This is an optimization exercise on Yosys and OpenROAD, whose aim is small area, a short achievable clock period and few clock cycles, not a production implementation. RTL that was checked went through simulation tests only; none was proved equivalent to the original. For runs 4 and 5, only the layout was checked, not whether the RTL still works. No activity file was given, so power comes from the tool's default toggle rates.

[flow/flow/run.sh]
#!/bin/bash
# Standard ORFS layout (the standard.sh, unchanged synthesis), with
# buf_2 port buffers and a smaller clock tree.
set -euo pipefail
export BUFFER_PORTS_ARGS="-buffer_cell sky130_fd_sc_hd__buf_2"
export CTS_ARGS="-sink_clustering_enable -repair_clock_nets -root_buf sky130_fd_sc_hd__clkbuf_16 -buf_list {sky130_fd_sc_hd__clkbuf_8 sky130_fd_sc_hd__clkbuf_16} -sink_clustering_size 30 -sink_clustering_max_diameter 100 -dont_use_dummy_load"
export SETUP_SLACK_MARGIN=9.3
bash standard.sh > standard.log 2>&1
[flow/standard.sh]
#!/bin/bash
# synth_recipe.tcl (not shown) runs the flow's synth.tcl, then flattens the netlist and writes it again
# the make line also repeats each setting of config.mk as NAME=value (left out here)
make -C /OpenROAD-flow-scripts/flow DESIGN_CONFIG=/design/flow/config.mk WORK_HOME=/design/flow/orfs CLKGATE_MAP_FILE= SYNTH_SCRIPT=/design/flow/synth_recipe.tcl "${@:-finish}"
[flow/config.mk]
export PLATFORM = sky130hd
export DESIGN_NAME = control
export DESIGN_NICKNAME = control
export VERILOG_FILES = /design/flow/design.v
export SDC_FILE = /design/flow/constraint.sdc
export NUM_CORES = 4
export LEC_CHECK = 0
export CAP_MARGIN = 20
export CORE_MARGIN = 2
export CORE_UTILIZATION = 60
export SLEW_MARGIN = 20
[flow/constraint.sdc]
create_clock -name core_clock -period 13.0 [get_ports {clk}]
set_input_delay 2.6000 -clock core_clock [delete_from_list [all_inputs] [get_ports {clk}]]
set_output_delay 2.6000 -clock core_clock [all_outputs]
set_load 0.01 [all_outputs]
[flow/design.v]
`timescale 1ns / 1ps
module control#(parameter m=3, w=220, h=220)(
    input rstn,clk,ready,
    input [(m*m)-1:0] kernel,
    output wire [15:0] img_addr,
    output wire img_rd,
    input [7:0] img_data,
    output wire res_valid,
    output wire [15:0] res_addr,
    output wire [7:0] out,
    output wire finish
    );
    localparam [15:0] ST_ROW   = 16'd220;               
    localparam [15:0] ST_COL   = 16'd1 - 16'd1540;      
    localparam [15:0] ST_STRIP = -16'd440;              
    localparam [15:0] RS_SAME  = -16'd880 - 16'd221;    
    localparam [15:0] RS_PREV  = 16'd879 - 16'd221;     
    function [15:0] bk16(input [15:0] x, input [15:0] y);
        reg [15:0] g, p, G, P; integer i, d;
        begin
            g = x & y; p = x ^ y; G = g; P = p;
            for (d = 1; d < 16; d = d * 2)
                for (i = 2*d - 1; i < 16; i = i + 2*d) begin
                    G[i] = G[i] | (P[i] & G[i-d]); P[i] = P[i] & P[i-d];
                end
            for (d = 4; d >= 1; d = d / 2)
                for (i = 3*d - 1; i < 16; i = i + 2*d) begin
                    G[i] = G[i] | (P[i] & G[i-d]); P[i] = P[i] & P[i-d];
                end
            bk16 = p ^ {G[14:0], 1'b0};
        end
    endfunction
    function [11:0] bk12(input [11:0] x, input [11:0] y);
        reg [11:0] g, p, G, P; integer i, d;
        begin
            g = x & y; p = x ^ y; G = g; P = p;
            for (d = 1; d < 12; d = d * 2)
                for (i = 2*d - 1; i < 12; i = i + 2*d) begin
                    G[i] = G[i] | (P[i] & G[i-d]); P[i] = P[i] & P[i-d];
                end
            for (d = 4; d >= 1; d = d / 2)
                for (i = 3*d - 1; i < 12; i = i + 2*d) begin
                    G[i] = G[i] | (P[i] & G[i-d]); P[i] = P[i] & P[i-d];
                end
            bk12 = p ^ {G[10:0], 1'b0};
        end
    endfunction
    function [23:0] csa(input [11:0] x, input [11:0] y, input [11:0] z);
        begin
            csa[11:0]  = x ^ y ^ z;
            csa[23:12] = ((x & y) | (x & z) | (y & z)) << 1;
        end
    endfunction
    function [11:0] add3(input [11:0] x, input [11:0] y, input [11:0] z);
        reg [23:0] c;
        begin
            c = csa(x, y, z);
            add3 = bk12(c[11:0], c[23:12]);
        end
    endfunction
    function [11:0] add4(input [11:0] w, input [11:0] x, input [11:0] y, input [11:0] z);
        reg [23:0] c, d;
        begin
            c = csa(w, x, y);
            d = csa(c[11:0], c[23:12], z);
            add4 = bk12(d[11:0], d[23:12]);
        end
    endfunction
    reg        ready_r;
    reg        run;
    reg        rd;
    reg [15:0] ra;
    reg [2:0]  rc;           
    reg [7:0]  cc;           
    reg        last_strip;
    wire start    = ready_r & ~run;
    reg        rc_end;       
    reg        cc_end;       
    wire strip_end = rc_end & cc_end;
    wire prelast  = ra[15] & ra[11] & ~ra[5];
    wire run_end  = last_strip & (cc == 8'd219) & (rc == 3'd3);
    wire [2:0] rc_nx = rc + 3'd1;
    wire last_nx  = last_strip | (strip_end & prelast);
    assign img_rd   = rd;
    assign img_addr = ra;
    always @(posedge clk) ready_r <= ready;
    always @(posedge clk) begin
        if (!rstn) begin
            run <= 1'b0;
            rd  <= 1'b0;
        end else if (start) begin
            run <= 1'b1;
            rd  <= 1'b1;
        end else begin
            if (run_end) run <= 1'b0;
            rd <= run & ~run_end & ~(last_nx & rc_nx[2]);
        end
    end
    always @(posedge clk) begin
        if (start) begin
            ra <= 16'd0;
            rc <= 3'd0;
            cc <= 8'd0;
            rc_end <= 1'b0;
            cc_end <= 1'b0;
            last_strip <= 1'b0;
        end else begin
            rc <= rc_nx;
            rc_end <= (rc == 3'd6);
            if (rc_end) cc_end <= (cc == 8'd219);
            ra <= bk16(ra, !rc_end ? ST_ROW : !cc_end ? ST_COL : ST_STRIP);
            if (rc_end) cc <= cc_end ? 8'd0 : cc + 8'd1;
            last_strip <= last_nx;
        end
    end
    reg [15:0] rs;
    always @(posedge clk) rs <= bk16(ra, rc[2] ? RS_SAME : RS_PREV);
    assign res_addr = rs;
    wire rv = run & (rc >= 3'd2) & (cc >= 8'd2) & ~cc_end & ~(last_strip & rc[2]);
    reg [8:0] kr;
    always @(posedge clk) kr <= kernel;
    reg [7:0] sr [0:16];
    integer i;
    always @(posedge clk) begin
        sr[0] <= img_data;
        for (i = 1; i <= 16; i = i + 1) sr[i] <= sr[i-1];
    end
    wire [7:0] p2 = sr[0];
    wire [7:0] p1 = sr[8];
    wire [7:0] p0 = sr[16];
    wire [7:0] m0 = p0 & {8{kr[0]}}, m1 = p1 & {8{kr[1]}}, m2 = p2 & {8{kr[2]}};
    wire [7:0] m3 = p0 & {8{kr[3]}}, m4 = p1 & {8{kr[4]}}, m5 = p2 & {8{kr[5]}};
    wire [7:0] m6 = p0 & {8{kr[6]}}, m7 = p1 & {8{kr[7]}}, m8 = p2 & {8{kr[8]}};
    wire [11:0] s0 = add3(m0, m1, m2);
    wire [11:0] s1 = add4(a0, m3, m4, m5);
    wire [11:0] s2 = add4(a1, m6, m7, m8);
    reg [9:0]  a0;
    reg [10:0] a1;
    reg [11:0] ws;
    always @(posedge clk) begin
        a0 <= s0[9:0];
        a1 <= s1[10:0];
        ws <= s2;
    end
    wire [6:0] hl = ws[11:6] + ws[5:0];
    reg  [3:0] f;
    always @* begin
        case (hl)
            7'd0: f = 4'd0;
            7'd1: f = 4'd0;
            7'd2: f = 4'd0;
            7'd3: f = 4'd0;
            7'd4: f = 4'd0;
            7'd5: f = 4'd0;
            7'd6: f = 4'd0;
            7'd7: f = 4'd0;
            7'd8: f = 4'd0;
            7'd9: f = 4'd1;
            7'd10: f = 4'd1;
            7'd11: f = 4'd1;
            7'd12: f = 4'd1;
            7'd13: f = 4'd1;
            7'd14: f = 4'd1;
            7'd15: f = 4'd1;
            7'd16: f = 4'd1;
            7'd17: f = 4'd1;
            7'd18: f = 4'd2;
            7'd19: f = 4'd2;
            7'd20: f = 4'd2;
            7'd21: f = 4'd2;
            7'd22: f = 4'd2;
            7'd23: f = 4'd2;
            7'd24: f = 4'd2;
            7'd25: f = 4'd2;
            7'd26: f = 4'd2;
            7'd27: f = 4'd3;
            7'd28: f = 4'd3;
            7'd29: f = 4'd3;
            7'd30: f = 4'd3;
            7'd31: f = 4'd3;
            7'd32: f = 4'd3;
            7'd33: f = 4'd3;
            7'd34: f = 4'd3;
            7'd35: f = 4'd3;
            7'd36: f = 4'd4;
            7'd37: f = 4'd4;
            7'd38: f = 4'd4;
            7'd39: f = 4'd4;
            7'd40: f = 4'd4;
            7'd41: f = 4'd4;
            7'd42: f = 4'd4;
            7'd43: f = 4'd4;
            7'd44: f = 4'd4;
            7'd45: f = 4'd5;
            7'd46: f = 4'd5;
            7'd47: f = 4'd5;
            7'd48: f = 4'd5;
            7'd49: f = 4'd5;
            7'd50: f = 4'd5;
            7'd51: f = 4'd5;
            7'd52: f = 4'd5;
            7'd53: f = 4'd5;
            7'd54: f = 4'd6;
            7'd55: f = 4'd6;
            7'd56: f = 4'd6;
            7'd57: f = 4'd6;
            7'd58: f = 4'd6;
            7'd59: f = 4'd6;
            7'd60: f = 4'd6;
            7'd61: f = 4'd6;
            7'd62: f = 4'd6;
            7'd63: f = 4'd7;
            7'd64: f = 4'd7;
            7'd65: f = 4'd7;
            7'd66: f = 4'd7;
            7'd67: f = 4'd7;
            7'd68: f = 4'd7;
            7'd69: f = 4'd7;
            7'd70: f = 4'd7;
            7'd71: f = 4'd7;
            7'd72: f = 4'd8;
            7'd73: f = 4'd8;
            7'd74: f = 4'd8;
            7'd75: f = 4'd8;
            7'd76: f = 4'd8;
            7'd77: f = 4'd8;
            7'd78: f = 4'd8;
            7'd79: f = 4'd8;
            7'd80: f = 4'd8;
            7'd81: f = 4'd9;
            7'd82: f = 4'd9;
            7'd83: f = 4'd9;
            7'd84: f = 4'd9;
            7'd85: f = 4'd9;
            7'd86: f = 4'd9;
            7'd87: f = 4'd9;
            7'd88: f = 4'd9;
            7'd89: f = 4'd9;
            7'd90: f = 4'd10;
            7'd91: f = 4'd10;
            7'd92: f = 4'd10;
            7'd93: f = 4'd10;
            7'd94: f = 4'd10;
            7'd95: f = 4'd10;
            7'd96: f = 4'd10;
            7'd97: f = 4'd10;
            7'd98: f = 4'd10;
            default: f = 4'd0;
        endcase
    end
    reg  [3:0] f_r;
    reg  [5:0] h_r;
    always @(posedge clk) begin
        f_r <= f;
        h_r <= ws[11:6];
    end
    reg [7:0] q_r;
    always @(posedge clk) q_r <= {h_r, 3'b0} - h_r + f_r;
    assign out = q_r;
    reg [4:0] vp;
    reg       fin;
    always @(posedge clk) begin
        if (!rstn) begin vp <= 0; fin <= 1'b0; end
        else begin vp <= {vp[3:0], rv}; fin <= vp[3] & ~vp[2] & ~run; end
    end
    assign res_valid = vp[4];
    assign finish = fin;
endmodule
==> results of run 1 <==
==> per-layer routing <==
metal / vias to the layer above / wire length, um / track usage
li1: 2617 / - / -
met2: 78 / 7310 / 0.337
met3: 14 / 442 / 0.0229
met5: - / 0 / 0
met1: 2564 / 6760 / 0.248
met4: 0 / 175 / 0.0403
==> kinds of logic after synthesis <==
logic type | Yosys count | synth area share
muxes | 2 | 0.00214
AOI/OAI and AO/OA | 77 | 0.0597
and+or+nand+nor | 166 | 0.0867
xor gates and xnor gates | 40 | 0.0374
buffers and inverters | 105 | 0.0421
DFF | 251 | 0.537
adders and majority gates | 140 | 0.235
==> timing repair <==
item | CTS | global route
hold buffers | 0 | 0
resized for setup | 9 | 14
pin swaps | 0 | 1
gates cloned | 0 | 0
endpoints found under the setup margin | 9 | 11
==> power by group through the flow <==
stage               logic (W)  registers (W)  clock network, W
floorplan            0.000728        0.00102                 0
global placement     0.000912        0.00101                 0
detailed placement   0.000956        0.00102                 0
CTS                  0.000967        0.00100          0.000396
global route          0.00111        0.00102          0.000422
finish               0.000959        0.00100          0.000383
==> flip-flops by register name (all words and copies together), names as in the netlist, 3 cells and up <==
signal  flops
f_r         4
h_r         6
rc          3
rs         16
kr          9
sr        136
a0         10
a1         11
ws         12
vp          5
cc          8
ra         16
q_r         8
==> how the worst max path moves through the flow <==
stage,start,to,slack [ns],cells past startpoint
global placement,rc_end,ra[15],9.38,14
finish,ra[3],img_addr[3],9.33,1
global route,cc_end,ra[15],9.24,14
floorplan,rc_end,ra[15],9.49,15
CTS,rc_end,ra[15],9.30,14
detailed placement,rc_end,ra[15],9.18,12
==> cell usage in the layout (no fill, tap or decap), types with 10 or more instances in the layout <==
cell type	instances
sky130_fd_sc_hd__nor2_1	37
sky130_fd_sc_hd__nand2_1	53
sky130_fd_sc_hd__inv_1	100
sky130_fd_sc_hd__xnor2_1	24
sky130_fd_sc_hd__and2_1	41
sky130_fd_sc_hd__a21oi_1	20
sky130_fd_sc_hd__clkbuf_16	12
sky130_fd_sc_hd__a21o_1	17
sky130_fd_sc_hd__dfxtp_1	235
sky130_fd_sc_hd__ha_1	77
sky130_fd_sc_hd__buf_2	62
sky130_fd_sc_hd__dfxtp_2	13
sky130_fd_sc_hd__o21ai_0	10
sky130_fd_sc_hd__fa_1	61
sky130_fd_sc_hd__xor2_1	16
==> cell type report <==
type / instances / area (um2)
flip-flops and latches: 251 / 5050
inverters: 100 / 375
repair buffers: 63 / 318
clock buffers: 12 / 300
fillers: 1143 / 4950
well taps: 188 / 235
multi-input cells: 425 / 3970
==> metrics by stage <==
stage	instances	worst slack (ns)
floorplan	781	9.49
global placement	1027	9.38
detailed placement	1027	9.18
CTS	1039	9.30
global route	1039	9.24
finish	1039	9.33
==> results.txt, run 1 <==
# TYPE chip_impl_metric gauge
chip_impl_info{name="outcome",value="timing/DRC/antenna clean"} 1
chip_impl_metric{name="report.power.total",unit="W"} 0.00235
chip_impl_metric{name="hpwlAfterDp",unit="um"} 11200
chip_impl_metric{name="critPathMaxStageDelay",unit="ns"} 0.43
chip_impl_info{name="grt_setup_unrepaired",value="yes"} 1
chip_impl_metric{name="max_freq",unit="MHz"} 272
chip_impl_metric{name="final-max-slew-violation-count",unit=""} 0
chip_impl_metric{name="grt_max_degree",unit=""} 31
chip_impl_info{name="synth_top_flop_cell",value="sky130_fd_sc_hd__dfxtp_1"} 1
chip_impl_metric{name="synth.cell_area",unit="um2"} 9370
chip_impl_metric{name="slew_headroom",unit=""} 0.599
chip_impl_metric{name="num_vias",unit=""} 5273
chip_impl_metric{name="chipWidth",unit="um"} 129
chip_impl_metric{name="gpl.final_weighted_congestion",unit=""} 0.865
chip_impl_metric{name="rrSetupSlack",unit="ns"} 9.51
chip_impl_info{name="timing_worst_setup_path_type",value="flop to output pin"} 1
chip_impl_info{name="synth.largest_area_cell",value="sky130_fd_sc_hd__dfxtp_1"} 1
chip_impl_metric{name="vias_per_cell",unit=""} 5.08
chip_impl_metric{name="pwr-share-comb",unit=""} 0.409
chip_impl_info{name="netlist_top_cells_count",value="sky130_fd_sc_hd__dfxtp_1 (251), sky130_fd_sc_hd__inv_1 (100), sky130_fd_sc_hd__ha_1 (77), sky130_fd_sc_hd__fa_1 (61), sky130_fd_sc_hd__nand2_1 (53)"} 1
chip_impl_metric{name="placed_area",unit="um2"} 9900
chip_impl_metric{name="power.share.clock",unit=""} 0.163
chip_impl_metric{name="cts.reportedPaths.clkPinSlew",unit="ns"} 0.10
chip_impl_metric{name="first_global_vias",unit=""} 5530
chip_impl_metric{name="total_number_of_clock_tree_sinks",unit=""} 251
chip_impl_metric{name="syn_nets",unit=""} 939
chip_impl_metric{name="layout_min_cycle_time",unit="ns"} 3.67
chip_impl_metric{name="drt_drc_violations_left",unit=""} 0
chip_impl_metric{name="arrival_time_at_the_worst_endpoint",unit="ns"} 1.07
chip_impl_info{name="critical_path.endpoint_type",value="output pin"} 1
chip_impl_metric{name="initial_utilization",unit=""} 0.616
chip_impl_metric{name="power_switching",unit="W"} 0.000805
chip_impl_metric{name="post-cts-setup-buffer-count",unit=""} 0
chip_impl_metric{name="grt_first_pass_wirelength",unit="um"} 25400
chip_impl_metric{name="synthesis.yosys.warnings",unit=""} 2
chip_impl_metric{name="r2r.worst_path.cells",unit=""} 12
chip_impl_metric{name="skew",unit="ns"} 0.0524
chip_impl_info{name="min-delay-path-class",value="flop to flop"} 1
chip_impl_metric{name="power_leakage",unit="nW"} 5.00
chip_impl_metric{name="floorplan.io_pins",unit=""} 63
chip_impl_metric{name="synth-edff-count",unit=""} 0
chip_impl_metric{name="finalNetCount",unit=""} 1011
chip_impl_metric{name="worst-path-buf-inv",unit=""} 1
chip_impl_metric{name="placeableCoreArea",unit="um2"} 15200
chip_impl_metric{name="count_of_unique_library_cells_instantiated_by_yosys",unit=""} 48
chip_impl_metric{name="grt_usage",unit=""} 0.188
chip_impl_metric{name="crit_fanout",unit=""} 5
chip_impl_metric{name="syn_area_per_cell",unit="um2"} 12.0
chip_impl_info{name="critPathSlowestCell",value="sky130_fd_sc_hd__dfxtp_2"} 1
chip_impl_metric{name="core.rowCount",unit=""} 45
chip_impl_metric{name="clock_latency",unit="ns"} 0.49
chip_impl_metric{name="syn_inst",unit=""} 781
chip_impl_metric{name="finalSetupViolations",unit=""} 0
chip_impl_metric{name="swShare",unit=""} 0.343
chip_impl_metric{name="post-route-period-util",unit=""} 0.282
chip_impl_info{name="kind_of_cell_adding_the_most_delay_to_the_critical_path",value="flip-flops"} 1
chip_impl_info{name="crit_path_cell_trace",value="buf_2"} 1
chip_impl_metric{name="chipHeight",unit="um"} 129
chip_impl_metric{name="antenna_found_initial",unit=""} 0
chip_impl_metric{name="power.ir.vdd_worst",unit="uV"} 141
chip_impl_metric{name="p_per_area",unit="nW/um2"} 229
chip_impl_metric{name="actual_slew_at_the_worst_max_slew_pin",unit="ns"} 0.600
chip_impl_metric{name="max_cap_viol_count",unit=""} 0
chip_impl_metric{name="synth_async_sr_flop_share",unit=""} 0
chip_impl_info{name="timing.critical_path.from_type",value="flop"} 1
chip_impl_info{name="synthMostInstantiatedCell",value="sky130_fd_sc_hd__dfxtp_1"} 1
chip_impl_metric{name="intPower",unit="W"} 0.00154
chip_impl_metric{name="final_cell_area",unit="um2"} 10200
chip_impl_info{name="cts_tree",value="yes"} 1
chip_impl_info{name="r2r_start",value="kr[7]"} 1
chip_impl_metric{name="worst_hold_slack",unit="ns"} 0.291
chip_impl_info{name="holdCritStartpoint",value="sr[9][2]"} 1
chip_impl_metric{name="clk_path_buf_depth",unit=""} 3
chip_impl_metric{name="power_frac_seq",unit=""} 0.428
chip_impl_info{name="synth_top_cells_by_area",value="sky130_fd_sc_hd__dfxtp_1 (54%), sky130_fd_sc_hd__fa_1 (13%), sky130_fd_sc_hd__ha_1 (10%), sky130_fd_sc_hd__inv_1 (4.0%), sky130_fd_sc_hd__and2_1 (2.7%)"} 1
chip_impl_metric{name="overflow",unit=""} 0
chip_impl_metric{name="post_route_core_utilization",unit=""} 0.674
chip_impl_metric{name="fin_setup_tns",unit="ns"} 0
chip_impl_metric{name="worstHoldPathCells",unit=""} 0
chip_impl_metric{name="drt_iter0_drc",unit=""} 189
chip_impl_metric{name="cp_data_required_time",unit="ns"} 10.40
chip_impl_info{name="rr_endpoint",value="ws[9]"} 1
chip_impl_metric{name="first_pass_iters",unit=""} 5
chip_impl_metric{name="share_of_layout_cells_above_drive_strength_1",unit=""} 0.123
chip_impl_metric{name="buffer_ports.inserted",unit=""} 62
chip_impl_metric{name="sequential_to_total_area_share_from_yosys_stat",unit=""} 0.537
chip_impl_info{name="ctsRootBufferMaster",value="sky130_fd_sc_hd__clkbuf_16"} 1
chip_impl_metric{name="cts.htree.levels",unit=""} 1
chip_impl_metric{name="flip_flop_and_latch_count_after_synthesis",unit=""} 251
chip_impl_metric{name="hold_viol_final",unit=""} 0
chip_impl_metric{name="cts-buffers-inserted",unit=""} 12
chip_impl_metric{name="insertedDiodeCount",unit=""} 0
chip_impl_metric{name="detail_route.wirelength",unit="um"} 14700
chip_impl_metric{name="antenna_violating_nets_post_route",unit=""} 0
chip_impl_metric{name="synth_top_area_share",unit=""} 0.537
chip_impl_metric{name="detail_route.wl_per_cell",unit="um"} 14.1
chip_impl_metric{name="synthToLayoutAreaGrowth",unit="%"} 9.42
chip_impl_metric{name="area_of_the_die",unit="um2"} 16600
chip_impl_info{name="min_to",value="sr[10][2]"} 1
Testbench counts, summed over its fixed seeds: cycles 392,466.
==> run 2: changes to the inputs <==
--- a/flow/config.mk
+++ b/flow/config.mk
@@ -9,3 +9,3 @@
 export CORE_MARGIN = 2
-export CORE_UTILIZATION = 60
+export CORE_UTILIZATION = 25
 export SLEW_MARGIN = 20
==> run 2 against run 1 <==
  * Critical endpoint is now img_addr[9]
  * Synthesized area unchanged
  * Combinational power decreased by 2%
  * Flip-flop and latch count unchanged
  * Clock-buffer cell count up 2
  * Routed wire length up 3.2%
  * Still clean on timing, DRC and antenna
  * Largest cell class unchanged
  * Synthesized cell count is the same
  * Setup slack gained 0.029 ns
  * Critical path type unchanged
  * Sequential share of layout area is 1.7 points lower
==> results.txt, run 2 <==
# TYPE chip_impl_metric gauge
chip_impl_info{name="synth_top_cells_by_area",value="sky130_fd_sc_hd__dfxtp_1 (54%), sky130_fd_sc_hd__fa_1 (13%), sky130_fd_sc_hd__ha_1 (10%), sky130_fd_sc_hd__inv_1 (4.0%), sky130_fd_sc_hd__and2_1 (2.7%)"} 1
chip_impl_info{name="reg.largest.list",value="sr: 136 flops, ra: 16 flops, rs: 16 flops"} 1
chip_impl_info{name="ctsRootBufferMaster",value="sky130_fd_sc_hd__clkbuf_16"} 1
chip_impl_metric{name="worst-path-buf-inv",unit=""} 1
chip_impl_metric{name="first_pass_iters",unit=""} 4
chip_impl_info{name="synth_top_flop_cell",value="sky130_fd_sc_hd__dfxtp_1"} 1
chip_impl_metric{name="detailedPlace.worstSlack",unit="ns"} 9.21
chip_impl_info{name="crit_path_cell_trace",value="buf_2"} 1
chip_impl_metric{name="antenna_violating_nets_post_route",unit=""} 0
chip_impl_metric{name="total_number_of_clock_tree_sinks",unit=""} 251
chip_impl_metric{name="max_cap_viol_count",unit=""} 0
chip_impl_metric{name="arrival_time_at_the_worst_endpoint",unit="ns"} 1.04
chip_impl_metric{name="worst-path-stages",unit=""} 1
chip_impl_metric{name="largest_register_ff_count",unit=""} 136
chip_impl_info{name="critical_path.endpoint_type",value="output pin"} 1
chip_impl_metric{name="grt_first_pass_wirelength",unit="um"} 25600
chip_impl_info{name="rr_endpoint",value="ra[15]"} 1
chip_impl_metric{name="count_of_unique_library_cells_instantiated_by_yosys",unit=""} 48
chip_impl_metric{name="synth.cell_area",unit="um2"} 9370
chip_impl_metric{name="post-cts-setup-buffer-count",unit=""} 0
chip_impl_metric{name="drt_iter0_drc",unit=""} 173
chip_impl_metric{name="placeableCoreArea",unit="um2"} 36800
chip_impl_info{name="outcome",value="timing/DRC/antenna clean"} 1
chip_impl_metric{name="cts.reportedPaths.clkPinSlew",unit="ns"} 0.11
chip_impl_metric{name="share_of_layout_cells_above_drive_strength_1",unit=""} 0.127
chip_impl_metric{name="slew_headroom",unit=""} 0.609
chip_impl_metric{name="syn_nets",unit=""} 939
chip_impl_metric{name="insertedDiodeCount",unit=""} 0
chip_impl_metric{name="syn_inst",unit=""} 781
chip_impl_metric{name="gpl.final_weighted_congestion",unit=""} 0.776
chip_impl_info{name="netlist_top_cells_count",value="sky130_fd_sc_hd__dfxtp_1 (251), sky130_fd_sc_hd__inv_1 (100), sky130_fd_sc_hd__ha_1 (77), sky130_fd_sc_hd__fa_1 (61), sky130_fd_sc_hd__nand2_1 (53)"} 1
chip_impl_metric{name="skew",unit="ns"} 0.0623
chip_impl_metric{name="grt_usage",unit=""} 0.0806
chip_impl_info{name="timing_worst_setup_path_type",value="flop to output pin"} 1
chip_impl_info{name="synth.largest_area_cell",value="sky130_fd_sc_hd__dfxtp_1"} 1
chip_impl_metric{name="power.ir.vdd_worst",unit="uV"} 73.9
chip_impl_metric{name="vias_per_cell",unit=""} 3.99
chip_impl_info{name="grt_setup_unrepaired",value="yes"} 1
chip_impl_metric{name="clk_path_buf_depth",unit=""} 3
chip_impl_metric{name="r2r.worst_path.cells",unit=""} 14
chip_impl_metric{name="syn_area_per_cell",unit="um2"} 12.0
chip_impl_metric{name="synth-edff-count",unit=""} 0
chip_impl_metric{name="finalNetCount",unit=""} 1013
chip_impl_metric{name="hpwlAfterDp",unit="um"} 11700
chip_impl_metric{name="worst_hold_slack",unit="ns"} 0.284
chip_impl_metric{name="finalSetupViolations",unit=""} 0
chip_impl_metric{name="chipWidth",unit="um"} 198
chip_impl_info{name="kind_of_cell_adding_the_most_delay_to_the_critical_path",value="flip-flops"} 1
chip_impl_metric{name="core.rowCount",unit=""} 70
chip_impl_metric{name="chipHeight",unit="um"} 198
chip_impl_metric{name="hold_viol_final",unit=""} 0
chip_impl_metric{name="rrSetupSlack",unit="ns"} 9.53
chip_impl_metric{name="clock_latency",unit="ns"} 0.49
chip_impl_metric{name="cts-buffers-inserted",unit=""} 14
chip_impl_metric{name="grt_max_degree",unit=""} 31
chip_impl_metric{name="final-max-slew-violation-count",unit=""} 0
chip_impl_metric{name="report.power.total",unit="W"} 0.00237
chip_impl_metric{name="fin_setup_tns",unit="ns"} 0
chip_impl_metric{name="synth_async_sr_flop_share",unit=""} 0
chip_impl_info{name="most_frequent_cells_in_the_layout",value="sky130_fd_sc_hd__dfxtp_1 (233), sky130_fd_sc_hd__inv_1 (100), sky130_fd_sc_hd__ha_1 (77)"} 1
chip_impl_metric{name="buffer_ports.inserted",unit=""} 62
chip_impl_metric{name="crit_fanout",unit=""} 5
chip_impl_info{name="worstSetupStartpoint",value="ra[9]"} 1
chip_impl_metric{name="first_global_vias",unit=""} 5205
chip_impl_metric{name="power_leakage",unit="nW"} 5.02
chip_impl_metric{name="critPathMaxStageDelay",unit="ns"} 0.40
chip_impl_metric{name="synthToLayoutAreaGrowth",unit="%"} 13.7
chip_impl_metric{name="post-route-period-util",unit=""} 0.280
chip_impl_metric{name="max_freq",unit="MHz"} 275
chip_impl_metric{name="cp_data_required_time",unit="ns"} 10.40
chip_impl_metric{name="p_per_area",unit="nW/um2"} 223
chip_impl_metric{name="post-route-worst-setup-slack",unit="ns"} 9.36
chip_impl_metric{name="cts_hold_buf",unit=""} 0
chip_impl_metric{name="area_of_the_die",unit="um2"} 39000
chip_impl_metric{name="cts.htree.levels",unit=""} 1
chip_impl_info{name="layout_commonest_cell",value="sky130_fd_sc_hd__dfxtp_1"} 1
chip_impl_metric{name="detail_route.wl_per_cell",unit="um"} 11.5
chip_impl_metric{name="floorplan.io_pins",unit=""} 63
chip_impl_metric{name="synth_top_area_share",unit=""} 0.537
chip_impl_metric{name="actual_slew_at_the_worst_max_slew_pin",unit="ns"} 0.586
chip_impl_metric{name="sequential_to_total_area_share_from_yosys_stat",unit=""} 0.537
chip_impl_info{name="endpoint",value="img_addr[9]"} 1
chip_impl_info{name="min-delay-path-class",value="flop to flop"} 1
chip_impl_metric{name="flip_flop_and_latch_count_after_synthesis",unit=""} 251
chip_impl_metric{name="detail_route.wirelength",unit="um"} 15100
chip_impl_metric{name="initial_utilization",unit=""} 0.255
chip_impl_metric{name="synthesis.yosys.warnings",unit=""} 2
chip_impl_metric{name="drt_drc_violations_left",unit=""} 0
chip_impl_info{name="r2r_start",value="cc_end"} 1
chip_impl_metric{name="overflow",unit=""} 0
chip_impl_info{name="timing.critical_path.from_type",value="flop"} 1
chip_impl_metric{name="layout_min_cycle_time",unit="ns"} 3.64
chip_impl_info{name="synthMostInstantiatedCell",value="sky130_fd_sc_hd__dfxtp_1"} 1
chip_impl_metric{name="final.fill_count",unit=""} 3805
chip_impl_info{name="largest-register",value="sr"} 1
chip_impl_metric{name="num_vias",unit=""} 5265
chip_impl_metric{name="antenna_found_initial",unit=""} 0
chip_impl_info{name="critPathSlowestCell",value="sky130_fd_sc_hd__dfxtp_2"} 1
chip_impl_info{name="cts_tree",value="yes"} 1
==> run 2: cell counts after synthesis <==
No cell type changed its count.
==> run 2: layout make-up <==
class                           count  area (um2)  share of cell area
Sequential cell                   251        5060               0.476
Inverter                          100         375              0.0353
Clock buffer                       14         350              0.0329
Multi-Input combinational cell    425        3950               0.371
Tap cell                          468         586              0.0550
Timing Repair Buffer               63         318              0.0298
==> run 2: metal layers <==
metal | part of all wire | GRT usage | vias up | wire (um)
li1 | - | - | 2623 | -
met1 | 0.48 | 0.106 | 2564 | 7250
met2 | 0.46 | 0.133 | 57 | 7030
met3 | 0.034 | 0.0137 | 21 | 511
met4 | 0.023 | 0.0290 | 0 | 355
met5 | 0 | 0 | - | 0
==> run 2: power by group <==
group / switching, W / leakage, nW / internal, W
clock network: 0.000229 / 0.173 / 0.000193
registers: 0.0000820 / 2.11 / 0.000925
logic: 0.000499 / 2.74 / 0.000445
==> run 2: cells by family after synthesis <==
group,count (synthesis),share of synthesized area
compound gates,77,0.0597
fa+ha+maj,140,0.235
buf+inv,105,0.0421
xor+xnor,40,0.0374
simple gates,166,0.0867
flops,251,0.537
mux,2,0.00214
==> run 2: through the flow <==
stage / area [um2] / utilization / cells
4_1_cts: 10600 / 0.289 / 1321
2_1_floorplan: 9370 / - / 781
3_3_place_gp: 10200 / 0.279 / 1307
6_report: 10600 / 0.289 / 1321
3_5_place_dp: 10200 / 0.279 / 1307
5_1_grt: 10600 / 0.289 / 1321
==> run 2: what timing repair did <==
| action | CTS | global route |
|---|---|---|
| endpoints found under the setup margin | 13 | 16 |
| pin swaps | 0 | 0 |
| resized for setup | 16 | 13 |
==> run 2: how the worst min path moves through the flow <==
| stage | endpoint | slack (ns) | cells past startpoint | startpoint |
|---|---|---|---|---|
| after floorplan | sr[10][0] | 0.31 | 0 | sr[9][0] |
| after global placement | sr[7][3] | 0.31 | 0 | sr[6][3] |
| after detailed placement | sr[16][6] | 0.31 | 0 | sr[15][6] |
| after CTS | sr[12][7] | 0.28 | 0 | sr[11][7] |
| after global routing | sr[12][7] | 0.29 | 0 | sr[11][7] |
| final | sr[12][7] | 0.28 | 0 | sr[11][7] |
==> run 3: changes to the inputs <==
--- a/flow/config.mk
+++ b/flow/config.mk
@@ -9,3 +9,3 @@
 export CORE_MARGIN = 2
-export CORE_UTILIZATION = 25
+export CORE_UTILIZATION = 40
 export SLEW_MARGIN = 20
==> run 3 against run 2 <==
  * Largest power group unchanged
  * Largest cell class unchanged
  * Clock power down 7.6%
  * Setup slack better by 0.011 ns
  * Sequential power about the same
  * Final cell count is 12% lower
  * Still clean on timing, DRC and antenna
==> results.txt, run 3 <==
# TYPE chip_impl_metric gauge
chip_impl_info{name="cts_tree",value="yes"} 1
chip_impl_metric{name="worst-path-buf-inv",unit=""} 1
chip_impl_metric{name="swShare",unit=""} 0.342
chip_impl_metric{name="vias_per_cell",unit=""} 4.38
chip_impl_metric{name="gpl.final_weighted_congestion",unit=""} 0.764
chip_impl_info{name="timing_worst_setup_path_type",value="flop to output pin"} 1
chip_impl_metric{name="overflow",unit=""} 0
chip_impl_info{name="netlist_top_cells_count",value="sky130_fd_sc_hd__dfxtp_1 (251), sky130_fd_sc_hd__inv_1 (100), sky130_fd_sc_hd__ha_1 (77), sky130_fd_sc_hd__fa_1 (61), sky130_fd_sc_hd__nand2_1 (53)"} 1
chip_impl_metric{name="grt_usage",unit=""} 0.124
chip_impl_metric{name="cts.htree.levels",unit=""} 1
chip_impl_metric{name="count_of_unique_library_cells_instantiated_by_yosys",unit=""} 48
chip_impl_metric{name="post-route-period-util",unit=""} 0.279
chip_impl_info{name="kind_of_cell_adding_the_most_delay_to_the_critical_path",value="flip-flops"} 1
chip_impl_metric{name="fin_setup_tns",unit="ns"} 0
chip_impl_info{name="most_frequent_cells_in_the_layout",value="sky130_fd_sc_hd__dfxtp_1 (234), sky130_fd_sc_hd__inv_1 (100), sky130_fd_sc_hd__ha_1 (77)"} 1
chip_impl_metric{name="synth_top_area_share",unit=""} 0.537
chip_impl_metric{name="intPower",unit="W"} 0.00153
chip_impl_info{name="min-delay-path-class",value="flop to flop"} 1
chip_impl_metric{name="clk_path_buf_depth",unit=""} 3
chip_impl_info{name="synth_top_cells_by_area",value="sky130_fd_sc_hd__dfxtp_1 (54%), sky130_fd_sc_hd__fa_1 (13%), sky130_fd_sc_hd__ha_1 (10%), sky130_fd_sc_hd__inv_1 (4.0%), sky130_fd_sc_hd__and2_1 (2.7%)"} 1
chip_impl_metric{name="syn_nets",unit=""} 939
chip_impl_metric{name="r2r.worst_path.cells",unit=""} 14
chip_impl_info{name="synth_top_flop_cell",value="sky130_fd_sc_hd__dfxtp_1"} 1
chip_impl_metric{name="finalNetCount",unit=""} 1011
chip_impl_metric{name="grt_max_degree",unit=""} 31
chip_impl_metric{name="floorplan.io_pins",unit=""} 63
chip_impl_metric{name="synthesis.yosys.warnings",unit=""} 2
chip_impl_metric{name="post-cts-setup-buffer-count",unit=""} 0
chip_impl_metric{name="cts.reportedPaths.clkPinSlew",unit="ns"} 0.11
chip_impl_metric{name="report.power.total",unit="W"} 0.00233
chip_impl_metric{name="power_switching",unit="W"} 0.000796
chip_impl_metric{name="grt_first_pass_wirelength",unit="um"} 24900
chip_impl_metric{name="detail_route.wirelength",unit="um"} 14500
chip_impl_info{name="reg.largest.list",value="sr: 136 flops, ra: 16 flops, rs: 16 flops"} 1
chip_impl_info{name="critical_path.endpoint_type",value="output pin"} 1
chip_impl_metric{name="sequential_to_total_area_share_from_yosys_stat",unit=""} 0.537
chip_impl_metric{name="insertedDiodeCount",unit=""} 0
chip_impl_metric{name="largest_register_ff_count",unit=""} 136
chip_impl_metric{name="detailedPlace.worstSlack",unit="ns"} 9.25
chip_impl_info{name="endpoint",value="img_addr[8]"} 1
chip_impl_metric{name="drt_drc_violations_left",unit=""} 0
chip_impl_info{name="critPathSlowestCell",value="sky130_fd_sc_hd__dfxtp_2"} 1
chip_impl_info{name="crit_path_cell_trace",value="buf_2"} 1
chip_impl_metric{name="p_per_area",unit="nW/um2"} 224
chip_impl_metric{name="share_of_layout_cells_above_drive_strength_1",unit=""} 0.123
chip_impl_metric{name="cts_hold_buf",unit=""} 0
chip_impl_metric{name="worst-path-stages",unit=""} 1
chip_impl_metric{name="critPathMaxStageDelay",unit="ns"} 0.41
chip_impl_metric{name="seqCellArea",unit="um2"} 5050
chip_impl_info{name="largest-register",value="sr"} 1
chip_impl_metric{name="power_leakage",unit="nW"} 5.00
chip_impl_metric{name="synth_async_sr_flop_share",unit=""} 0
chip_impl_metric{name="chipHeight",unit="um"} 157
chip_impl_metric{name="antenna_violating_nets_post_route",unit=""} 0
chip_impl_metric{name="instances_no_fill",unit=""} 1164
chip_impl_metric{name="syn_area_per_cell",unit="um2"} 12.0
chip_impl_metric{name="cts-buffers-inserted",unit=""} 12
chip_impl_metric{name="flip_flop_and_latch_count_after_synthesis",unit=""} 251
chip_impl_metric{name="initial_utilization",unit=""} 0.411
chip_impl_metric{name="placed_cells_incl_taps",unit=""} 1152
chip_impl_info{name="grt_setup_unrepaired",value="yes"} 1
chip_impl_metric{name="syn_inst",unit=""} 781
chip_impl_metric{name="multi_input_comb_area",unit="um2"} 3950
chip_impl_metric{name="area_of_the_die",unit="um2"} 24700
chip_impl_metric{name="actual_slew_at_the_worst_max_slew_pin",unit="ns"} 0.628
chip_impl_metric{name="num_vias",unit=""} 5093
chip_impl_metric{name="final.fill_count",unit=""} 2137
chip_impl_info{name="layout_commonest_cell",value="sky130_fd_sc_hd__dfxtp_1"} 1
chip_impl_info{name="synthMostInstantiatedCell",value="sky130_fd_sc_hd__dfxtp_1"} 1
chip_impl_metric{name="max_cap_viol_count",unit=""} 0
chip_impl_metric{name="synth.cell_area",unit="um2"} 9370
chip_impl_metric{name="synthToLayoutAreaGrowth",unit="%"} 10.9
chip_impl_metric{name="core.rowCount",unit=""} 55
chip_impl_metric{name="skew",unit="ns"} 0.0406
chip_impl_metric{name="power.share.clock",unit=""} 0.168
chip_impl_metric{name="synth-edff-count",unit=""} 0
chip_impl_metric{name="detail_route.wl_per_cell",unit="um"} 12.4
chip_impl_info{name="r2r_start",value="cc_end"} 1
chip_impl_metric{name="arrival_time_at_the_worst_endpoint",unit="ns"} 1.03
chip_impl_metric{name="placeableCoreArea",unit="um2"} 22800
chip_impl_metric{name="hpwlAfterDp",unit="um"} 10800
chip_impl_metric{name="rrSetupSlack",unit="ns"} 9.51
chip_impl_metric{name="total_number_of_clock_tree_sinks",unit=""} 251
chip_impl_info{name="worstSetupStartpoint",value="ra[8]"} 1
chip_impl_metric{name="chipWidth",unit="um"} 157
chip_impl_metric{name="max_freq",unit="MHz"} 275
chip_impl_metric{name="clock_latency",unit="ns"} 0.49
chip_impl_metric{name="antenna_found_initial",unit=""} 0
chip_impl_metric{name="pwr-share-comb",unit=""} 0.403
chip_impl_info{name="rr_endpoint",value="ra[15]"} 1
chip_impl_metric{name="first_global_vias",unit=""} 5138
chip_impl_metric{name="drt_iter0_drc",unit=""} 136
chip_impl_metric{name="layout_min_cycle_time",unit="ns"} 3.63
chip_impl_metric{name="post-route-worst-setup-slack",unit="ns"} 9.37
chip_impl_metric{name="finalSetupViolations",unit=""} 0
chip_impl_metric{name="first_pass_iters",unit=""} 4
chip_impl_metric{name="power.ir.vdd_worst",unit="uV"} 95.7
chip_impl_metric{name="slew_headroom",unit=""} 0.581
chip_impl_info{name="timing.critical_path.from_type",value="flop"} 1
chip_impl_info{name="outcome",value="timing/DRC/antenna clean"} 1
chip_impl_info{name="ctsRootBufferMaster",value="sky130_fd_sc_hd__clkbuf_16"} 1
chip_impl_info{name="synth.largest_area_cell",value="sky130_fd_sc_hd__dfxtp_1"} 1
chip_impl_metric{name="power_frac_seq",unit=""} 0.429
chip_impl_metric{name="final-max-slew-violation-count",unit=""} 0
chip_impl_metric{name="hold_viol_final",unit=""} 0
chip_impl_metric{name="cp_data_required_time",unit="ns"} 10.40
chip_impl_metric{name="crit_fanout",unit=""} 5
chip_impl_metric{name="buffer_ports.inserted",unit=""} 62
run 3: through the flow:
stage | hold slack, ns | utilization | area, um2
after floorplan | 0.310 | - | 9370
after global placement | 0.310 | 0.441 | 10100
after detailed placement | 0.312 | 0.441 | 10100
after CTS | 0.295 | 0.455 | 10400
after global routing | 0.307 | 0.456 | 10400
final | 0.298 | 0.456 | 10400
run 3: cell families (layout without fill, tap and decap cells):
family | Yosys count | count (layout) | synth area share
compound gates | 77 | 77 | 0.0597
xor+xnor | 40 | 40 | 0.0374
fa+ha+maj | 140 | 140 | 0.235
buf+inv | 105 | 175 | 0.0421
flops | 251 | 251 | 0.537
mux | 2 | 2 | 0.00214
simple gates | 166 | 166 | 0.0867
run 3: layout make-up:
class                   instances  share of cell area
multi-input cells             425               0.381
clock buffers                  12              0.0289
repair buffers                 63              0.0306
flip-flops and latches        251               0.486
well taps                     313              0.0377
inverters                     100              0.0361
run 3: timing repair:
| action | CTS | global route |
|---|---|---|
| pin swaps | 0 | 1 |
| gates resized for setup | 6 | 15 |
| hold endpoints to repair | 0 | 0 |
| endpoints found under the setup margin | 6 | 17 |
run 3: metal layers:
metal	track usage	vias up	routed length (um)
met3	0.0187	15	500
met2	0.206	77	6400
li1	-	2612	-
met5	0	-	0
met1	0.171	2389	7250
met4	0.0329	0	329
run 3: power by group through the flow:
| stage | Clock [W] | Combinational [W] | Sequential (W) |
|---|---|---|---|
| global route | 0.000431 | 0.00110 | 0.00102 |
| detailed placement | 0 | 0.000944 | 0.00102 |
| global placement | 0 | 0.000924 | 0.00102 |
| finish | 0.000390 | 0.000939 | 0.00100 |
| CTS | 0.000410 | 0.000953 | 0.00100 |
| floorplan | 0 | 0.000728 | 0.00102 |
run 3: how the worst min path moves through the flow:
stage / endpoint / cells after the start / slack (ns) / start
final: sr[13][4] / 0 / 0.30 / sr[12][4]
after global routing: sr[8][0] / 0 / 0.31 / sr[7][0]
after CTS: sr[8][0] / 0 / 0.29 / sr[7][0]
after detailed placement: sr[16][2] / 0 / 0.31 / sr[15][2]
after global placement: sr[11][3] / 0 / 0.31 / sr[10][3]
after floorplan: sr[10][0] / 0 / 0.31 / sr[9][0]
run 3: worst reg2reg max path, cell delays in order (launching register included):
cell	delay (ns)
sky130_fd_sc_hd__dfxtp_1	0.41
sky130_fd_sc_hd__nand2b_2	0.20
sky130_fd_sc_hd__inv_1	0.09
sky130_fd_sc_hd__ha_1	0.19
sky130_fd_sc_hd__ha_1	0.21
sky130_fd_sc_hd__a211oi_2	0.28
sky130_fd_sc_hd__o21bai_1	0.12
sky130_fd_sc_hd__a211oi_1	0.30
sky130_fd_sc_hd__o21ai_0	0.18
sky130_fd_sc_hd__a221o_1	0.38
sky130_fd_sc_hd__a31o_2	0.26
sky130_fd_sc_hd__fa_1	0.37
sky130_fd_sc_hd__xnor2_1	0.20
sky130_fd_sc_hd__xnor2_1	0.14
sky130_fd_sc_hd__nor2_1	0.06
==> run 4: changes to the inputs <==
--- a/flow/design.v
+++ b/flow/design.v
@@ -14,3 +14,2 @@
     localparam [15:0] ST_COL   = 16'd1 - 16'd1540;      
-    localparam [15:0] ST_STRIP = -16'd440;              
     localparam [15:0] RS_SAME  = -16'd880 - 16'd221;    
@@ -74,11 +73,11 @@
     reg [7:0]  cc;           
+    reg        re;           
+    reg        dum;          
     reg        last_strip;
-    wire start    = ready_r & ~run;
-    reg        rc_end;       
-    reg        cc_end;       
-    wire strip_end = rc_end & cc_end;
-    wire prelast  = ra[15] & ra[11] & ~ra[5];
-    wire run_end  = last_strip & (cc == 8'd219) & (rc == 3'd3);
-    wire [2:0] rc_nx = rc + 3'd1;
-    wire last_nx  = last_strip | (strip_end & prelast);
+    wire start     = ready_r & ~run;
+    wire strip_end = dum & (rc == 3'd4);
+    wire prelast   = ra[15] & ra[6] & ~ra[4] & ~ra[3];
+    wire run_end   = last_strip & (cc == 8'd219) & (rc == 3'd3);
+    wire [2:0] rc_nx = strip_end ? 3'd0 : rc + 3'd1;
+    wire last_nx   = last_strip | (strip_end & prelast);
     assign img_rd   = rd;
@@ -103,4 +102,4 @@
             cc <= 8'd0;
-            rc_end <= 1'b0;
-            cc_end <= 1'b0;
+            re <= 1'b0;
+            dum <= 1'b0;
             last_strip <= 1'b0;
@@ -108,6 +107,11 @@
             rc <= rc_nx;
-            rc_end <= (rc == 3'd6);
-            if (rc_end) cc_end <= (cc == 8'd219);
-            ra <= bk16(ra, !rc_end ? ST_ROW : !cc_end ? ST_COL : ST_STRIP);
-            if (rc_end) cc <= cc_end ? 8'd0 : cc + 8'd1;
+            re <= (rc == 3'd6);
+            ra <= bk16(ra, re ? ST_COL : ST_ROW);
+            if (re) begin
+                cc <= cc + 8'd1;
+                dum <= (cc == 8'd219);
+            end else if (strip_end) begin
+                cc <= 8'd0;
+                dum <= 1'b0;
+            end
             last_strip <= last_nx;
@@ -118,3 +122,3 @@
     assign res_addr = rs;
-    wire rv = run & (rc >= 3'd2) & (cc >= 8'd2) & ~cc_end & ~(last_strip & rc[2]);
+    wire rv = run & (rc >= 3'd2) & (cc >= 8'd2) & ~dum & ~(last_strip & rc[2]);
     reg [8:0] kr;
==> run 4 against run 3 <==
  * Clock skew up 0.025 ns
  * Utilization down 0.34 points
  * Clock-buffer cell count unchanged
  * Critical endpoint is now img_addr[3]
==> results.txt, run 4 <==
# TYPE chip_impl_metric gauge
chip_impl_info{name="outcome",value="timing/DRC/antenna clean"} 1
chip_impl_metric{name="worst-path-buf-inv",unit=""} 1
chip_impl_metric{name="syn_area_per_cell",unit="um2"} 12.0
chip_impl_info{name="layout_commonest_cell",value="sky130_fd_sc_hd__dfxtp_1"} 1
chip_impl_metric{name="finalSetupViolations",unit=""} 0
chip_impl_metric{name="detail_route.wirelength",unit="um"} 14200
chip_impl_metric{name="finalNetCount",unit=""} 1003
chip_impl_metric{name="synth_async_sr_flop_share",unit=""} 0
chip_impl_info{name="ctsRootBufferMaster",value="sky130_fd_sc_hd__clkbuf_16"} 1
chip_impl_info{name="cts_tree",value="yes"} 1
chip_impl_metric{name="synth-compound-area-share",unit=""} 0.0621
chip_impl_metric{name="post-route-period-util",unit=""} 0.280
chip_impl_metric{name="syn_nets",unit=""} 932
chip_impl_metric{name="max_freq",unit="MHz"} 275
chip_impl_metric{name="skew",unit="ns"} 0.0658
chip_impl_metric{name="hold_viol_final",unit=""} 0
chip_impl_info{name="synth_top_cells_by_area",value="sky130_fd_sc_hd__dfxtp_1 (54%), sky130_fd_sc_hd__fa_1 (12%), sky130_fd_sc_hd__ha_1 (10%), sky130_fd_sc_hd__inv_1 (4.0%), sky130_fd_sc_hd__and2_1 (2.9%)"} 1
chip_impl_metric{name="critPathMaxStageDelay",unit="ns"} 0.41
chip_impl_metric{name="worstHoldPathCells",unit=""} 0
chip_impl_info{name="grt_setup_unrepaired",value="yes"} 1
chip_impl_metric{name="detailedPlace.worstSlack",unit="ns"} 9.48
chip_impl_metric{name="clk_path_buf_depth",unit=""} 3
chip_impl_metric{name="antenna_found_initial",unit=""} 0
chip_impl_metric{name="p_per_area",unit="nW/um2"} 224
chip_impl_metric{name="synthToLayoutAreaGrowth",unit="%"} 10.5
chip_impl_metric{name="final.fill_count",unit=""} 2150
chip_impl_metric{name="placeableCoreArea",unit="um2"} 22700
chip_impl_info{name="timing.critical_path.from_type",value="flop"} 1
chip_impl_metric{name="core.rowCount",unit=""} 55
chip_impl_info{name="synthMostInstantiatedCell",value="sky130_fd_sc_hd__dfxtp_1"} 1
chip_impl_metric{name="initial_utilization",unit=""} 0.410
chip_impl_info{name="min-delay-path-class",value="flop to flop"} 1
chip_impl_info{name="synth.largest_area_cell",value="sky130_fd_sc_hd__dfxtp_1"} 1
chip_impl_metric{name="chipHeight",unit="um"} 157
chip_impl_metric{name="drt_drc_violations_left",unit=""} 0
chip_impl_metric{name="post_route_core_utilization",unit=""} 0.453
chip_impl_metric{name="flip_flop_and_latch_count_after_synthesis",unit=""} 251
chip_impl_metric{name="syn_inst",unit=""} 778
chip_impl_metric{name="synth.cell_area",unit="um2"} 9310
chip_impl_metric{name="synthSimpleGateAreaFrac",unit=""} 0.0889
chip_impl_info{name="critPathSlowestCell",value="sky130_fd_sc_hd__dfxtp_4"} 1
chip_impl_metric{name="power_leakage",unit="nW"} 4.91
chip_impl_metric{name="gpl.final_weighted_congestion",unit=""} 0.759
chip_impl_info{name="largest-register",value="sr"} 1
chip_impl_info{name="timing_worst_setup_path_type",value="flop to output pin"} 1
chip_impl_metric{name="worst-path-stages",unit=""} 1
chip_impl_metric{name="sequential_to_total_area_share_from_yosys_stat",unit=""} 0.540
chip_impl_metric{name="max_cap_viol_count",unit=""} 0
chip_impl_metric{name="seqCellArea",unit="um2"} 5040
chip_impl_info{name="netlist_top_cells_count",value="sky130_fd_sc_hd__dfxtp_1 (251), sky130_fd_sc_hd__inv_1 (99), sky130_fd_sc_hd__ha_1 (76), sky130_fd_sc_hd__fa_1 (58), sky130_fd_sc_hd__nand2_1 (53)"} 1
chip_impl_metric{name="largest_register_ff_count",unit=""} 136
chip_impl_metric{name="share_of_layout_cells_above_drive_strength_1",unit=""} 0.122
chip_impl_info{name="critical_path.endpoint_type",value="output pin"} 1
chip_impl_info{name="reg.largest.list",value="sr: 136 flops, ra: 16 flops, rs: 16 flops"} 1
chip_impl_metric{name="grt_first_pass_wirelength",unit="um"} 24500
chip_impl_info{name="kind_of_cell_adding_the_most_delay_to_the_critical_path",value="flip-flops"} 1
chip_impl_info{name="synth_top_family_by_area",value="adder cells"} 1
chip_impl_metric{name="first_pass_iters",unit=""} 5
chip_impl_metric{name="buffer_ports.inserted",unit=""} 62
chip_impl_metric{name="floorplan.io_pins",unit=""} 63
chip_impl_metric{name="antenna_violating_nets_post_route",unit=""} 0
chip_impl_metric{name="placed_area",unit="um2"} 9960
chip_impl_metric{name="final_cell_area",unit="um2"} 10300
chip_impl_metric{name="overflow",unit=""} 0
chip_impl_info{name="most_frequent_cells_in_the_layout",value="sky130_fd_sc_hd__dfxtp_1 (239), sky130_fd_sc_hd__inv_1 (99), sky130_fd_sc_hd__ha_1 (76)"} 1
chip_impl_metric{name="crit_fanout",unit=""} 7
chip_impl_metric{name="fin_setup_tns",unit="ns"} 0
chip_impl_metric{name="total_number_of_clock_tree_sinks",unit=""} 251
chip_impl_metric{name="first_global_vias",unit=""} 5056
chip_impl_metric{name="insertedDiodeCount",unit=""} 0
chip_impl_metric{name="report.power.total",unit="W"} 0.00230
chip_impl_metric{name="synthesis.yosys.warnings",unit=""} 2
chip_impl_metric{name="synth_xor_area_frac",unit=""} 0.0339
chip_impl_metric{name="power.ir.vdd_worst",unit="uV"} 97.7
chip_impl_metric{name="cts.reportedPaths.clkPinSlew",unit="ns"} 0.10
chip_impl_metric{name="chipWidth",unit="um"} 157
chip_impl_metric{name="vias_per_cell",unit=""} 4.51
chip_impl_metric{name="r2r.worst_path.cells",unit=""} 12
chip_impl_metric{name="layout_min_cycle_time",unit="ns"} 3.64
chip_impl_metric{name="final-max-slew-violation-count",unit=""} 0
chip_impl_metric{name="multi_input_comb_area",unit="um2"} 3880
chip_impl_metric{name="actual_slew_at_the_worst_max_slew_pin",unit="ns"} 0.538
chip_impl_metric{name="synth-edff-count",unit=""} 0
chip_impl_metric{name="grt_usage",unit=""} 0.124
chip_impl_info{name="synth_top_flop_cell",value="sky130_fd_sc_hd__dfxtp_1"} 1
chip_impl_metric{name="detail_route.wl_per_cell",unit="um"} 12.5
chip_impl_metric{name="yosys.area_share.adder",unit=""} 0.229
chip_impl_metric{name="drt_iter0_drc",unit=""} 219
chip_impl_metric{name="cts_hold_buf",unit=""} 0
chip_impl_metric{name="area_of_the_die",unit="um2"} 24500
chip_impl_metric{name="num_vias",unit=""} 5108
chip_impl_metric{name="count_of_unique_library_cells_instantiated_by_yosys",unit=""} 51
chip_impl_metric{name="arrival_time_at_the_worst_endpoint",unit="ns"} 1.04
chip_impl_metric{name="grt_max_degree",unit=""} 31
chip_impl_info{name="crit_path_cell_trace",value="buf_2"} 1
chip_impl_metric{name="synth_top_area_share",unit=""} 0.540
chip_impl_metric{name="cp_data_required_time",unit="ns"} 10.40
chip_impl_metric{name="hpwlAfterDp",unit="um"} 10600
chip_impl_metric{name="yosys-mux-area-fraction",unit=""} 0.00336
chip_impl_metric{name="post-route-worst-setup-slack",unit="ns"} 9.36
chip_impl_metric{name="cts.htree.levels",unit=""} 1
chip_impl_metric{name="clock_latency",unit="ns"} 0.50
chip_impl_metric{name="slew_headroom",unit=""} 0.641
chip_impl_metric{name="cts-buffers-inserted",unit=""} 12
-- run 4: cell types whose count changed after synthesis, sizes merged, moves of 2 or more --
cell,change
a31oi,+2
or2,+3
clkbuf,+2
and2,+2
a21oi,+6
fa,-3
xor2,-5
nor2,-8
o21ai,-3
-- run 4: stage by stage --
stage / hold WS (ns) / instances
after floorplan: 0.310 / 778
after global placement: 0.310 / 1120
after detailed placement: 0.312 / 1120
after CTS: 0.298 / 1132
after global routing: 0.315 / 1132
final: 0.299 / 1132
-- run 4: area by class of cell --
cell class	count	area share
flip-flops and latches	251	0.491
well taps	285	0.0347
multi-input cells	421	0.378
clock buffers	12	0.0292
repair buffers	64	0.0316
inverters	99	0.0361
-- run 4: cell families (layout without fill, tap and decap cells) --
group                      Yosys count  after routing
muxes                                3              3
AOI/OAI and AO/OA                   81             81
DFF                                251            251
and+or+nand+nor                    165            165
adders and majority gates          136            136
xor gates and xnor gates            36             36
buffers and inverters              106            175
-- run 4: worst register-to-register path: stages, from the launching register on --
cell	delay, ns
sky130_fd_sc_hd__dfxtp_2	0.40
sky130_fd_sc_hd__nand2_1	0.09
sky130_fd_sc_hd__fa_1	0.50
sky130_fd_sc_hd__fa_1	0.61
sky130_fd_sc_hd__inv_1	0.06
sky130_fd_sc_hd__ha_1	0.29
sky130_fd_sc_hd__a21o_1	0.18
sky130_fd_sc_hd__a21oi_1	0.22
sky130_fd_sc_hd__nor2b_1	0.07
sky130_fd_sc_hd__o21ai_0	0.22
sky130_fd_sc_hd__a21oi_1	0.15
sky130_fd_sc_hd__a31o_2	0.27
sky130_fd_sc_hd__ha_1	0.26
-- run 4: power by group --
part           total (W)  internal [W]  switching, W
combinational   0.000920      0.000441      0.000480
sequential      0.000995      0.000920     0.0000748
clock           0.000388      0.000167      0.000221
total            0.00230       0.00153      0.000776
-- run 4: metal layers --
metal	wire length [um]	global-route usage
met4	308	0.0310
met2	6350	0.202
met1	7080	0.175
met3	427	0.0177
met5	0	0
-- run 4: final timing paths --
path                            slack, ns  startpoint          end
worst min-delay path                 0.30   sr[12][2]    sr[13][2]
worst min register to register       0.30   sr[12][2]    sr[13][2]
worst max-delay path                 9.36       ra[3]  img_addr[3]
worst max register to register       9.53       kr[6]       ws[10]
-- run 4: repair_timing --
action                                  CTS  global route
endpoints found under the setup margin    6            11
buffers inserted                          0             0
gates resized for setup                   6             8
pin swaps                                 0             0
==> run 5: changes to the inputs <==
--- a/flow/flow/run.sh
+++ b/flow/flow/run.sh
@@ -6,3 +6,3 @@
 export CTS_ARGS="-sink_clustering_enable -repair_clock_nets -root_buf sky130_fd_sc_hd__clkbuf_16 -buf_list {sky130_fd_sc_hd__clkbuf_8 sky130_fd_sc_hd__clkbuf_16} -sink_clustering_size 30 -sink_clustering_max_diameter 100 -dont_use_dummy_load"
-export SETUP_SLACK_MARGIN=9.3
+export SETUP_SLACK_MARGIN=9.45
 bash standard.sh > standard.log 2>&1
==> run 5 against run 4 <==
  * Sequential power is 0.6% lower
  * Largest power group unchanged
  * Clock-buffer cell count stayed put
  * Non-clock buffer count is 16 higher
  * Global-route usage is 0.30 points higher
  * Flip-flop and latch count stayed put
  * Synthesized cell count stayed put
  * Critical path depth stayed put
==> results.txt, run 5 <==
# TYPE chip_impl_metric gauge
chip_impl_metric{name="antenna_violating_nets_post_route",unit=""} 0
chip_impl_metric{name="worst_hold_slack",unit="ns"} 0.307
chip_impl_info{name="layout_commonest_cell",value="sky130_fd_sc_hd__dfxtp_1"} 1
chip_impl_metric{name="synthToLayoutAreaGrowth",unit="%"} 13.4
chip_impl_metric{name="final.fill_count",unit=""} 2110
chip_impl_metric{name="first_global_vias",unit=""} 5124
chip_impl_metric{name="max_cap_viol_count",unit=""} 0
chip_impl_metric{name="chipWidth",unit="um"} 157
chip_impl_info{name="synth_top_flop_cell",value="sky130_fd_sc_hd__dfxtp_1"} 1
chip_impl_metric{name="count_of_unique_library_cells_instantiated_by_yosys",unit=""} 51
chip_impl_metric{name="seqCellArea",unit="um2"} 5080
chip_impl_metric{name="power_switching",unit="W"} 0.000789
chip_impl_info{name="crit_path_cell_trace",value="buf_6"} 1
chip_impl_metric{name="floorplan.io_pins",unit=""} 63
chip_impl_metric{name="sequential_to_total_area_share_from_yosys_stat",unit=""} 0.540
chip_impl_metric{name="placed_cells_incl_taps",unit=""} 1120
chip_impl_metric{name="area_of_the_die",unit="um2"} 24500
chip_impl_metric{name="synth-edff-count",unit=""} 0
chip_impl_metric{name="worst-path-stages",unit=""} 1
chip_impl_metric{name="chipHeight",unit="um"} 157
chip_impl_metric{name="gpl.final_weighted_congestion",unit=""} 0.759
chip_impl_metric{name="share_of_layout_cells_above_drive_strength_1",unit=""} 0.154
chip_impl_metric{name="power_leakage",unit="nW"} 5.03
chip_impl_metric{name="power.share.clock",unit=""} 0.164
chip_impl_metric{name="cts_hold_buf",unit=""} 0
chip_impl_metric{name="slew_headroom",unit=""} 0.641
chip_impl_metric{name="post-route-period-util",unit=""} 0.274
chip_impl_metric{name="cp_data_required_time",unit="ns"} 10.40
chip_impl_info{name="outcome",value="timing/DRC/antenna clean"} 1
chip_impl_metric{name="total_number_of_clock_tree_sinks",unit=""} 251
chip_impl_metric{name="crit_fanout",unit=""} 2
chip_impl_metric{name="num_vias",unit=""} 5185
chip_impl_metric{name="overflow",unit=""} 0
chip_impl_metric{name="drt_iter0_drc",unit=""} 209
[run 5: cell counts after synthesis]
No cell type changed its count.
[run 5: metal layers]
layer	vias to the layer above	track usage	routed length, um
li1	2647	-	-
met1	2465	0.177	7280
met2	56	0.210	6650
met3	17	0.0177	370
met4	0	0.0310	308
met5	-	0	0
[run 5: area by class of cell]
type | count | share of cell area
multi-input cells | 421 | 0.369
well taps | 285 | 0.0338
flip-flops and latches | 251 | 0.482
repair buffers | 80 | 0.0523
inverters | 99 | 0.0352
clock buffers | 12 | 0.0285
[run 5: timing repair]
item	CTS	global route
buffers inserted	15	1
resized for setup	37	18
endpoints found under the hold margin	0	0
endpoints found under the setup margin	18	27
pin swaps	0	1
[run 5: power groups by stage]
| stage | clock (W) | combinational (W) | sequential (W) |
|---|---|---|---|
| 2_1_floorplan | 0 | 0.000722 | 0.00102 |
| 3_3_place_gp | 0 | 0.000914 | 0.00101 |
| 3_5_place_dp | 0 | 0.000931 | 0.00101 |
| 4_1_cts | 0.000408 | 0.000986 | 0.000991 |
| 5_1_grt | 0.000436 | 0.00114 | 0.00101 |
| 6_report | 0.000388 | 0.000981 | 0.000989 |
[run 5: cell families after synthesis]
group                    count (synthesis)  share of synthesized area
XOR/XNOR                                36                     0.0339
multiplexers                             3                    0.00336
AND/OR/NAND/NOR                        165                     0.0889
flip-flops                             251                      0.540
adder cells (fa/ha/maj)                136                      0.229
buffers and inverters                  106                     0.0428
AO/OA/AOI/OAI                           81                     0.0621
[run 5: path summary, 6_finish.rpt]
kind,start,to,slack (ns)
max reg2reg,kr[3],a1[9],9.72
min,sr[12][2],sr[13][2],0.31
max,ra[3],img_addr[3],9.44
min reg2reg,sr[12][2],sr[13][2],0.31
[run 5: metrics by stage]
step | utilization | power, W | setup slack [ns] | cell area, um2
floorplan | - | 0.00174 | 9.80 | 9310
global placement | 0.439 | 0.00193 | 9.59 | 9960
detailed placement | 0.439 | 0.00194 | 9.48 | 9960
CTS | 0.461 | 0.00239 | 9.41 | 10500
global route | 0.465 | 0.00258 | 9.40 | 10500
finish | 0.465 | 0.00236 | 9.44 | 10500

==> separate check: timing with driven ports <==
No port has a modelled driver above. Below, the same layouts with a new extraction and two added sets of constraints. Step 1: set_driving_cell puts a clkbuf_16 on clk and a buf_2 on each other input, an assumption about the parent block. Step 2 also shifts input and output timing later by t, the mid clock arrival at the registers, as if the neighbouring blocks saw the same clock. a / b / c = ideal / step 1 / step 2; a / b = the first two.
run	t (ns)	slack for setup (ns)	worst setup path at the end
run 1	0.499	9.330 / 9.292 / 9.507	register to register
run 2	0.503	9.359 / 9.312 / 9.530	register to register
run 3	0.514	9.370 / 9.325 / 9.512	register to register
run 4	0.510	9.359 / 9.315 / 9.527	register to register
run 5	0.508	9.443 / 9.398 / 9.697	input to register
After both steps setup and hold are still met in every run listed.
